From an optimization exercise on the open Yosys and OpenROAD flow, aimed at small area; shortcuts taken in it are not production practice. The RTL was checked by simulation tests, not by an equivalence proof against the original design.

==> job 357 <==
Design VendingMachine, start of the top module:
module VendingMachine(
  input        clock,
  input        reset,
  input        io_pongMode,
  input  [4:0] io_price,
  input        io_coin2,
  input        io_coin5,
  input        io_buy,
  input        io_p1,
  input        io_p2,
  output       io_releaseCan,
  output       io_alarm,
  output [6:0] io_seg,
  output [3:0] io_an,
  output       io_p2LED1,
  output       io_p2LED2,
  output       io_p2LED3,
  output       io_p2LED4,
  output       io_p2LED5,
  output       io_p2LED6,
  output       io_p2LED7,
  output       io_p1LED1,
  output       io_p1LED2,
  output       io_p1LED3,
  output       io_p1LED4,
  output       io_p1LED5,
  output       io_p1LED6,
  output       io_p1LED7
);
  reg buy_a, buy_s, c2_a, c2_s, c5_a, c5_s, p1_a, p1_s, p2_a, p2_s;
  reg p1_d, p2_d;
  always @(posedge clock) begin
    buy_a <= io_buy;   buy_s <= buy_a;
    c2_a  <= io_coin2; c2_s  <= c2_a;
    c5_a  <= io_coin5; c5_s  <= c5_a;
    p1_a  <= io_p1;    p1_s  <= p1_a;
    p2_a  <= io_p2;    p2_s  <= p2_a;
    p1_d  <= p1_s;
    p2_d  <= p2_s;
  end
  wire p1Trig = p1_s & ~p1_d;
  wire p2Trig = p2_s & ~p2_d;
  reg [2:0] vst;
  reg [7:0] sum;
  wire buyCheck = sum >= {3'b000, io_price};
  always @(posedge clock) begin
    if (reset) vst <= 3'd0;
    else case (vst)
      3'd0: vst <= c2_s ? 3'd2 : c5_s ? 3'd1 : buy_s ? 3'd3 : 3'd0;
      3'd1, 3'd2: vst <= 3'd7;
      3'd3: vst <= buyCheck ? 3'd6 : 3'd4;
      3'd4: vst <= buy_s ? 3'd4 : 3'd7;
      3'd5: vst <= buy_s ? 3'd5 : 3'd7;
  ...
Settings: LEC_CHECK=0, CAP_MARGIN=20, CORE_MARGIN=2, CORE_UTILIZATION=60, PLACE_DENSITY=0.75, SLEW_MARGIN=20; clock period 10.0 ns.
standard.sh (not shown) runs the stock make flow with config.mk's settings and CLKGATE_MAP_FILE= SYNTH_SCRIPT=/design/flow/synth_recipe.tcl, a recipe that flattens the netlist after the stock synthesis.
==> flow/flow/run.sh <==
#!/bin/bash
# Own layout flow: the standard ORFS flow (standard.sh) with these changes:
#  - synthesis maps adders with ABC like the rest of the logic (no extract_fa pre-mapping to
#    half/full-adder cells) and uses area-oriented ABC scripts (AIG optimisation with &deepsyn
#    under several seeds, then area mapping): it is run with each script in
#    flow/abc_*.script and the smallest netlist is kept; registers are mapped exactly as in the
#    standard synthesis;
#  - the ports are buffered with the smallest buffer;
#  - clock tree synthesis uses clkbuf_4/clkbuf_8 and no dummy loads.
# Each make run's full output goes to a log file of its own in this folder.
set -euo pipefail
W=$PWD
common=(
  "ADDER_MAP_FILE="
  "BUFFER_PORTS_ARGS=-buffer_cell sky130_fd_sc_hd__buf_1"
  "CTS_ARGS=-sink_clustering_enable -repair_clock_nets -dont_use_dummy_load -sink_clustering_size 12 -buf_list {sky130_fd_sc_hd__clkbuf_4 sky130_fd_sc_hd__clkbuf_8}"
)
synth_tcl() {
  cat > "$W/own_synth_$1.tcl" <<EOT
proc abc {args} {
  set i [lsearch \$args -script]
  set a [lreplace \$args [expr {\$i + 1}] [expr {\$i + 1}] $W/flow/abc_$1.script]
  yosys abc {*}\$a
}
source $W/synth_recipe.tcl
EOT
}
best=""; best_area=""
for f in flow/abc_*.script; do
  s=$(basename "$f" .script); s=${s#abc_}
  synth_tcl "$s"
  rm -rf "$W/orfs"
  if bash standard.sh "${common[@]}" "SYNTH_SCRIPT=$W/own_synth_$s.tcl" synth > "$W/flow_synth_$s.log" 2>&1; then
    a=$(awk '/Chip area for module/ {print $NF}' "$W"/orfs/reports/*/VendingMachine/base/synth_stat.txt)
    echo "synthesis with abc_$s: area $a" | tee -a "$W/flow_choice.log"
    if [[ -z "$best_area" ]] || awk -v a="$a" -v b="$best_area" 'BEGIN {exit !(a < b)}'; then
      best=$s; best_area=$a
    fi
  fi
done
echo "chosen: abc_$best ($best_area)" | tee -a "$W/flow_choice.log"
rm -rf "$W/orfs"
bash standard.sh "${common[@]}" "SYNTH_SCRIPT=$W/own_synth_$best.tcl" synth > "$W/flow_synth.log" 2>&1
bash standard.sh "${common[@]}" "SYNTH_SCRIPT=$W/own_synth_$best.tcl" finish > "$W/flow_finish.log" 2>&1
==> flow/flow/abc_a8.script <==
strash
ifraig
scorr
dc2
strash
dch -f
amap
topo
==> flow/flow/abc_a9.script <==
strash
ifraig
scorr
dc2
strash
&get -n
&dch -f
&nf -R 1000
&put
topo
==> flow/flow/abc_ds0.script <==
strash
&get -n
&deepsyn -T 20 -S 0
&put
dch -f
amap
topo
==> flow/flow/abc_ds1.script <==
strash
&get -n
&deepsyn -T 20 -S 1
&put
dch -f
amap
topo
==> flow/flow/abc_ds2.script <==
strash
&get -n
&deepsyn -T 20 -S 2
&put
dch -f
amap
topo
==> flow/flow/abc_ds3.script <==
strash
&get -n
&deepsyn -T 20 -S 3
&put
dch -f
amap
topo
==> flow/flow/abc_ds4.script <==
strash
&get -n
&deepsyn -T 20 -S 4
&put
dch -f
amap
topo
==> flow/flow/abc_ds5.script <==
strash
&get -n
&deepsyn -T 20 -S 5
&put
dch -f
amap
topo
==> inputs of job 4087, as changes to job 357 <==
--- a/flow/flow/run.sh
+++ b/flow/flow/run.sh
@@ -1,13 +1,12 @@
 #!/bin/bash
 # Own layout flow: the standard ORFS flow (standard.sh) with these changes:
 #  - synthesis maps adders with ABC like the rest of the logic (no extract_fa pre-mapping to
-#    half/full-adder cells) and uses area-oriented ABC scripts (AIG optimisation with &deepsyn
-#    under several seeds, then area mapping): it is run with each script in
+#    half/full-adder cells) and uses area-oriented ABC scripts: it is run with each script in
 #    flow/abc_*.script and the smallest netlist is kept; registers are mapped exactly as in the
 #    standard synthesis;
 #  - the ports are buffered with the smallest buffer;
 #  - clock tree synthesis uses clkbuf_4/clkbuf_8 and no dummy loads.
 # Each make run's full output goes to a log file of its own in this folder.
 set -euo pipefail
 W=$PWD
 common=(
==> flow/flow/abc_a10.script (new file) <==
strash
ifraig
scorr
dc2
strash
dch -f
map -a
strash
dch -f
map -a
strash
dch -f
map -a -F 1
topo
==> flow/flow/abc_a5.script (new file) <==
strash
dch -f
map -a
strash
dch -f
map -a
strash
dch -f
map -a
topo
==> flow/flow/abc_a7.script (new file) <==
strash
ifraig
scorr
dc2
strash
dch -f
map -a
strash
dch -f
map -a
topo
removed: flow/flow/abc_ds0.script
removed: flow/flow/abc_ds1.script
removed: flow/flow/abc_ds2.script
removed: flow/flow/abc_ds3.script
removed: flow/flow/abc_ds4.script
removed: flow/flow/abc_ds5.script
==> inputs of job 9004, as changes to job 357 <==
--- a/flow/design.v
+++ b/flow/design.v
@@ -70,18 +70,17 @@
   wire tc75  = tc == 7'h7b;
   wire tcEnd = (tc & 7'h2f) == 7'h05;
   wire tcClr = reset | tcEnd;
   always @(posedge clock) begin
     tc <= tcClr ? 7'd0 : {~tc[5:0], ~(tc[0] ^ tc[6])};
     if (reset) an <= 2'd0;
     else if (tcEnd) an <= an + 2'd1;
   end
-  reg [2:0] ph;
-  reg       side;
+  reg [3:0] st;
   reg [2:0] pt1, pt2;         
   reg [3:0] hitCnt;
   reg       bulletY;
   reg [2:0] bullet;
   reg       p1pos, p2pos;
   reg [3:0] rng;
   reg [3:0] wcnt;
   reg [9:0] wclk;
@@ -92,24 +91,26 @@
     bc <= (reset | bcEnd) ? 12'd0 : {~bc[10:0], bc[0] ^ bc[11]};
     if (reset) blk <= 1'b0;
     else if (bcEnd) blk <= ~blk;
   end
   always @(posedge clock) begin
     if (reset) rng <= 4'd0;
     else rng <= rng + 4'd1;
   end
-  localparam [2:0] IDLE = 3'd0, MOVE = 3'd1, ATEND = 3'd2, POINT = 3'd3, WAIT = 3'd4, WON = 3'd5;
-  wire s0 = ph == IDLE;
-  wire sMove = ph == MOVE;
-  wire sEnd = ph == ATEND;
-  wire sPoint = ph == POINT;
-  wire winEn = ph == WON;
-  wire s9 = winEn & ~side;
-  wire s10 = winEn & side;
+  wire s0 = st == 4'd0;
+  wire s1 = st == 4'd1;
+  wire s2 = st == 4'd2;
+  wire s3 = st == 4'd3;
+  wire s4 = st == 4'd4;
+  wire s5 = st == 4'd5;
+  wire s6 = st == 4'd6;
+  wire s9 = st == 4'd9;
+  wire s10 = st == 4'd10;
+  wire winEn = s9 | s10;
   wire wclkEnd = (wclk & 10'h27f) == 10'h20e;
   always @(posedge clock) begin
     if (reset) begin
       wcnt <= 4'd0;
       wclk <= 10'd0;
     end else if (winEn) begin
       if (wcnt == 4'hf) wcnt <= 4'd0;
       else if (wclkEnd) wcnt <= wcnt + 4'd1;
@@ -139,67 +140,69 @@
   wire bkEnd = (bk & 7'h7b) == 7'h20;
   wire bk3   = (bk & 7'h77) == 7'h72;
   always @(posedge clock) begin
     bk <= (reset | bRestart | bkEnd) ? 7'd0 : {~bk[5:0], bk[2] ^ bk[6]};
     if (reset | bRestart) bj <= 5'd0;
     else if (bk3) bj <= bj + 5'd1;
   end
   wire bulletTick = (bj == 5'd0) & ~bk[1];
-  wire defPos = side ? p1pos : p2pos;         
-  wire hit = defPos == bulletY;
-  wire atEnd = side ? (bullet == 3'd0) : (bullet == 3'd7);
-  wire attTrig = side ? p2Trig : p1Trig;       
-  wire defTrig = side ? p1Trig : p2Trig;
-  wire [2:0] attPts = side ? pt2 : pt1;
+  wire hit1 = p1pos == bulletY;
+  wire hit2 = p2pos == bulletY;
   wire [3:0] hitInc = (hitCnt == 4'hf) ? hitCnt : hitCnt + 4'd1;
-  wire newY = rng[3] ^ side;                    
-  always @(posedge clock) begin
-    if (reset) ph <= IDLE;
-    else if (!s0 && !io_pongMode) ph <= IDLE;
-    else case (ph)
-      IDLE:  if (p1_s | p2_s) ph <= MOVE;
-      MOVE:  if (atEnd) ph <= ATEND;
-      ATEND: ph <= hit ? MOVE : POINT;
-      POINT: ph <= (attPts == 3'd6) ? WON : WAIT;
-      WAIT:  if (defTrig) ph <= MOVE;
-      WON:   if (attTrig) ph <= IDLE;
-      default: ph <= ph;
+  always @(posedge clock) begin
+    if (reset) st <= 4'd0;
+    else if (!s0 && !io_pongMode) st <= 4'd0;
+    else case (st)
+      4'd0: st <= p1_s ? 4'd3 : p2_s ? 4'd4 : 4'd0;
+      4'd1: st <= hit1 ? 4'd3 : 4'd6;
+      4'd2: st <= hit2 ? 4'd4 : 4'd5;
+      4'd3: st <= (bullet == 3'd7) ? 4'd2 : 4'd3;
+      4'd4: st <= (bullet == 3'd0) ? 4'd1 : 4'd4;
+      4'd5: st <= (pt1 == 3'd6) ? 4'd9 : 4'd8;
+      4'd6: st <= (pt2 == 3'd6) ? 4'd10 : 4'd7;
+      4'd7: st <= p1Trig ? 4'd3 : 4'd7;
+      4'd8: st <= p2Trig ? 4'd4 : 4'd8;
+      4'd9: st <= p1Trig ? 4'd0 : 4'd9;
+      4'd10: st <= p2Trig ? 4'd0 : 4'd10;
+      default: st <= st;
     endcase
-    if (s0) side <= ~p1_s;
-    else if ((sEnd & hit) | ((ph == WAIT) & defTrig)) side <= ~side;
   end
   always @(posedge clock) begin
     if (reset) begin
       pt1 <= 3'd0;
       pt2 <= 3'd0;
       hitCnt <= 4'd0;
       bulletY <= 1'b0;
       bullet <= 3'd0;
       p1pos <= 1'b0;
       p2pos <= 1'b0;
     end else begin
       if (s0) pt1 <= 3'd0;
-      else if (sPoint & ~side) pt1 <= pt1 + 3'd1;
+      else if (s5) pt1 <= pt1 + 3'd1;
       else if (s9) pt1 <= vPts;
       if (s0) pt2 <= 3'd0;
-      else if (sPoint & side) pt2 <= pt2 + 3'd1;
+      else if (s6) pt2 <= pt2 + 3'd1;
       else if (s10) pt2 <= vPts;
-      if (s0 | sPoint) hitCnt <= 4'd0;
-      else if (sEnd & hit) hitCnt <= hitInc;
+      if (s0 | s5 | s6) hitCnt <= 4'd0;
+      else if ((s1 & hit1) | (s2 & hit2)) hitCnt <= hitInc;
       if (s0) begin
         if (p1_s) bulletY <= 1'b1;
         else if (p2_s) bulletY <= 1'b0;
-      end else if (sEnd & hit) bulletY <= newY;
+      end else if (s1 & hit1) bulletY <= ~rng[3];
+      else if (s2 & hit2) bulletY <= rng[3];
       if (s0) begin
         if (p1_s) bullet <= 3'd0;
         else if (p2_s) bullet <= 3'd7;
-      end else if (sEnd & hit) begin
-        if (newY == bulletY) bullet <= side ? bullet + 3'd1 : bullet - 3'd1;
-      end else if (sMove & ~atEnd & bulletTick) bullet <= side ? bullet - 3'd1 : bullet + 3'd1;
+      end else if (s1 & hit1) begin
+        if (rng[3] != bulletY) bullet <= bullet + 3'd1;
+      end else if (s2 & hit2) begin
+        if (rng[3] == bulletY) bullet <= bullet - 3'd1;
+      end else if (s3 & bullet != 3'd7 & bulletTick) bullet <= bullet + 3'd1;
+      else if (s4 & bullet != 3'd0 & bulletTick) bullet <= bullet - 3'd1;
       if (s0) p1pos <= 1'b0;
       else if (p1Trig) p1pos <= ~p1pos;
       if (s0) p2pos <= 1'b1;
       else if (p2Trig) p2pos <= ~p2pos;
     end
   end
   reg [1:0] rSeg;
   reg       rVis;
==> flow/flow/run.sh (replaced) <==
#!/bin/bash
# Own layout flow: the standard ORFS flow (standard.sh) with three changes:
#  - synthesis maps adders with ABC like the rest of the logic (no extract_fa pre-mapping to
#    half/full-adder cells) and uses an area-oriented ABC script (flow/abc_area.script);
#    registers are mapped exactly as in the standard synthesis;
#  - the ports are buffered with the smallest buffer;
#  - clock tree synthesis uses small clock buffers and no dummy loads.
# Each make run's full output goes to a log file in this folder.
set -euo pipefail
W=$PWD
cat > "$W/own_synth.tcl" <<EOT
proc abc {args} {
  set i [lsearch \$args -script]
  set a [lreplace \$args [expr {\$i + 1}] [expr {\$i + 1}] $W/flow/abc_area.script]
  yosys abc {*}\$a
}
source $W/synth_recipe.tcl
EOT
VARS=(
  "SYNTH_SCRIPT=$W/own_synth.tcl"
  "ADDER_MAP_FILE="
  "BUFFER_PORTS_ARGS=-buffer_cell sky130_fd_sc_hd__buf_1"
  "CTS_ARGS=-sink_clustering_enable -repair_clock_nets -dont_use_dummy_load -sink_clustering_size 12 -buf_list {sky130_fd_sc_hd__clkbuf_4 sky130_fd_sc_hd__clkbuf_8}"
)
bash standard.sh "${VARS[@]}" synth > "$W/flow_synth.log" 2>&1
bash standard.sh "${VARS[@]}" finish > "$W/flow_finish.log" 2>&1
==> flow/flow/abc_area.script (new file) <==
strash
ifraig
scorr
dc2
strash
dch -f
map -a
strash
dch -f
map -a
topo
- CORE_UTILIZATION: 60 -> 40
- PLACE_DENSITY: 0.75 -> 0.6
removed: flow/flow/abc_a8.script
removed: flow/flow/abc_a9.script
removed: flow/flow/abc_ds0.script
removed: flow/flow/abc_ds1.script
removed: flow/flow/abc_ds2.script
removed: flow/flow/abc_ds3.script
removed: flow/flow/abc_ds4.script
removed: flow/flow/abc_ds5.script
==> inputs of job 1155, as changes to job 357 <==
==> flow/flow/run.sh (replaced) <==
#!/bin/bash
# Own layout flow: the standard ORFS flow (standard.sh) with these changes:
#  - synthesis maps adders with ABC like the rest of the logic (no extract_fa pre-mapping to
#    half/full-adder cells) and uses area-oriented ABC scripts (AIG optimisation with &deepsyn
#    under several seeds, then area mapping). Synthesis runs once per script in
#    flow/abc_*.script and the smallest netlist is kept. Registers are mapped exactly as in
#    the standard synthesis;
#  - the ports are buffered with the smallest buffer;
#  - clock tree synthesis uses clkbuf_4/clkbuf_8 and no dummy loads.
# Each make run's full output goes to a log file of its own in this folder.
set -euo pipefail
W=$PWD
common=(
  "ADDER_MAP_FILE="
  "BUFFER_PORTS_ARGS=-buffer_cell sky130_fd_sc_hd__buf_1"
  "CTS_ARGS=-sink_clustering_enable -repair_clock_nets -dont_use_dummy_load -sink_clustering_size 12 -buf_list {sky130_fd_sc_hd__clkbuf_4 sky130_fd_sc_hd__clkbuf_8}"
)
best=""; best_area=""
for f in flow/abc_*.script; do
  s=$(basename "$f" .script); s=${s#abc_}
  cat > "$W/own_synth_$s.tcl" <<EOT
proc abc {args} {
  set i [lsearch \$args -script]
  set a [lreplace \$args [expr {\$i + 1}] [expr {\$i + 1}] $W/flow/abc_$s.script]
  yosys abc {*}\$a
}
source $W/synth_recipe.tcl
EOT
  rm -rf "$W/orfs"
  if bash standard.sh "${common[@]}" "SYNTH_SCRIPT=$W/own_synth_$s.tcl" synth > "$W/flow_synth_$s.log" 2>&1; then
    a=$(awk '/Chip area for module/ {print $NF}' "$W"/orfs/reports/*/VendingMachine/base/synth_stat.txt)
    echo "synthesis with abc_$s: area $a" | tee -a "$W/flow_choice.log"
    if [[ -z "$best_area" ]] || awk -v a="$a" -v b="$best_area" 'BEGIN {exit !(a < b)}'; then
      [[ -n "$best" ]] && rm -rf "$W/orfs_$best"
      best=$s; best_area=$a
      mv "$W/orfs" "$W/orfs_$s"
    fi
  fi
done
echo "chosen: abc_$best ($best_area)" | tee -a "$W/flow_choice.log"
rm -rf "$W/orfs"
mv "$W/orfs_$best" "$W/orfs"
bash standard.sh "${common[@]}" "SYNTH_SCRIPT=$W/own_synth_$best.tcl" finish > "$W/flow_finish.log" 2>&1
==> flow/flow/abc_ds6.script (new file) <==
strash
&get -n
&deepsyn -T 20 -S 6
&put
dch -f
amap
topo
==> flow/flow/abc_ds7.script (new file) <==
strash
&get -n
&deepsyn -T 20 -S 7
&put
dch -f
amap
topo
==> flow/flow/abc_ds8.script (new file) <==
strash
&get -n
&deepsyn -T 20 -S 8
&put
dch -f
amap
topo
==> flow/flow/abc_ds9.script (new file) <==
strash
&get -n
&deepsyn -T 20 -S 9
&put
dch -f
amap
topo
removed: flow/flow/abc_a9.script
==> qor.yml <==
outcome:
  outcome: "finished clean"
logic_synthesis:
  yosysSeqAreaShare_pct: 45.5
final_layout:
  comb.multi_input.count: 438
critical_path:
  worstPathArrival_ps: 4740
floorplanning:
  dieArea_um2: 8560
(the above is from job 357)
==> qor.yml <==
outcome:
  outcome: "finished clean"
floorplanning:
  dieArea_um2: 8980
grt:
  grt_use_total_pct: 26.0
critical_path:
  worstPathArrival_ps: 5480
  r2r-end: "bullet[1]$_SDFFE_PP0P_"
final_layout:
  nClkBuffers: 9
  comb.multi_input.count: 476
logic_synthesis:
  yosysSeqAreaShare_pct: 43.3
sta:
  whs_ps: 338
(the above is from job 4087)
==> qor.yml <==
floorplanning:
  rows: 32
  ios: 40
  dieArea_um2: 8520
critical_path:
  worstPathArrival_ps: 4460
outcome:
  outcome: "finished clean"
logic_synthesis:
  yosysSeqAreaShare_pct: 45.8
final_layout:
  layout_common_cells: "nor2_1, dfxtp_1, clkinv_1"
detailed_routing:
  drtAntennaViolNets: 0
(the above is from job 1155)
==> qor.yml <==
outcome:
  outcome: "finished clean"
sta:
  timing.final.ws_setup_ps: 3290
critical_path:
  worst-setup-path-type: "reg -> out"
  worstPathArrival_ps: 4710
final_layout:
  comb.multi_input.count: 502
floorplanning:
  tapCellCount: 172
(the above is from job 9004)

==> re-timing with driven ports <==
Ports are ideal in the flow. The routed layouts listed here were re-timed in OpenROAD.
Step 1, drivers: a clkbuf_16 drives clock and a buf_2 each remaining input, both assumed.
Step 2 also shifts input and output timing later by t, the mid clock arrival at the registers, as if the neighbouring blocks saw the same clock.
Slacks: ideal ports / drivers / drivers and shift; pairs: ideal ports / drivers.
run | shift t [ns] | slack for setup (ns) | slew at the worst register clock pin (ns)
job 357 | 0.380 | 3.258 / 3.237 / 3.237 | 0.12 / 0.12
job 4087 | 0.381 | 2.520 / 2.487 / 2.867 | 0.10 / 0.10
job 9004 | 0.395 | 3.286 / 3.249 / 3.558 | 0.10 / 0.10
job 1155 | 0.385 | 3.538 / 3.509 / 3.509 | 0.11 / 0.11
After both steps every run listed still meets setup and hold. The setup slack of job 1155, which loses most, moves by -0.029 ns with the drivers and by -0.029 ns with both steps.
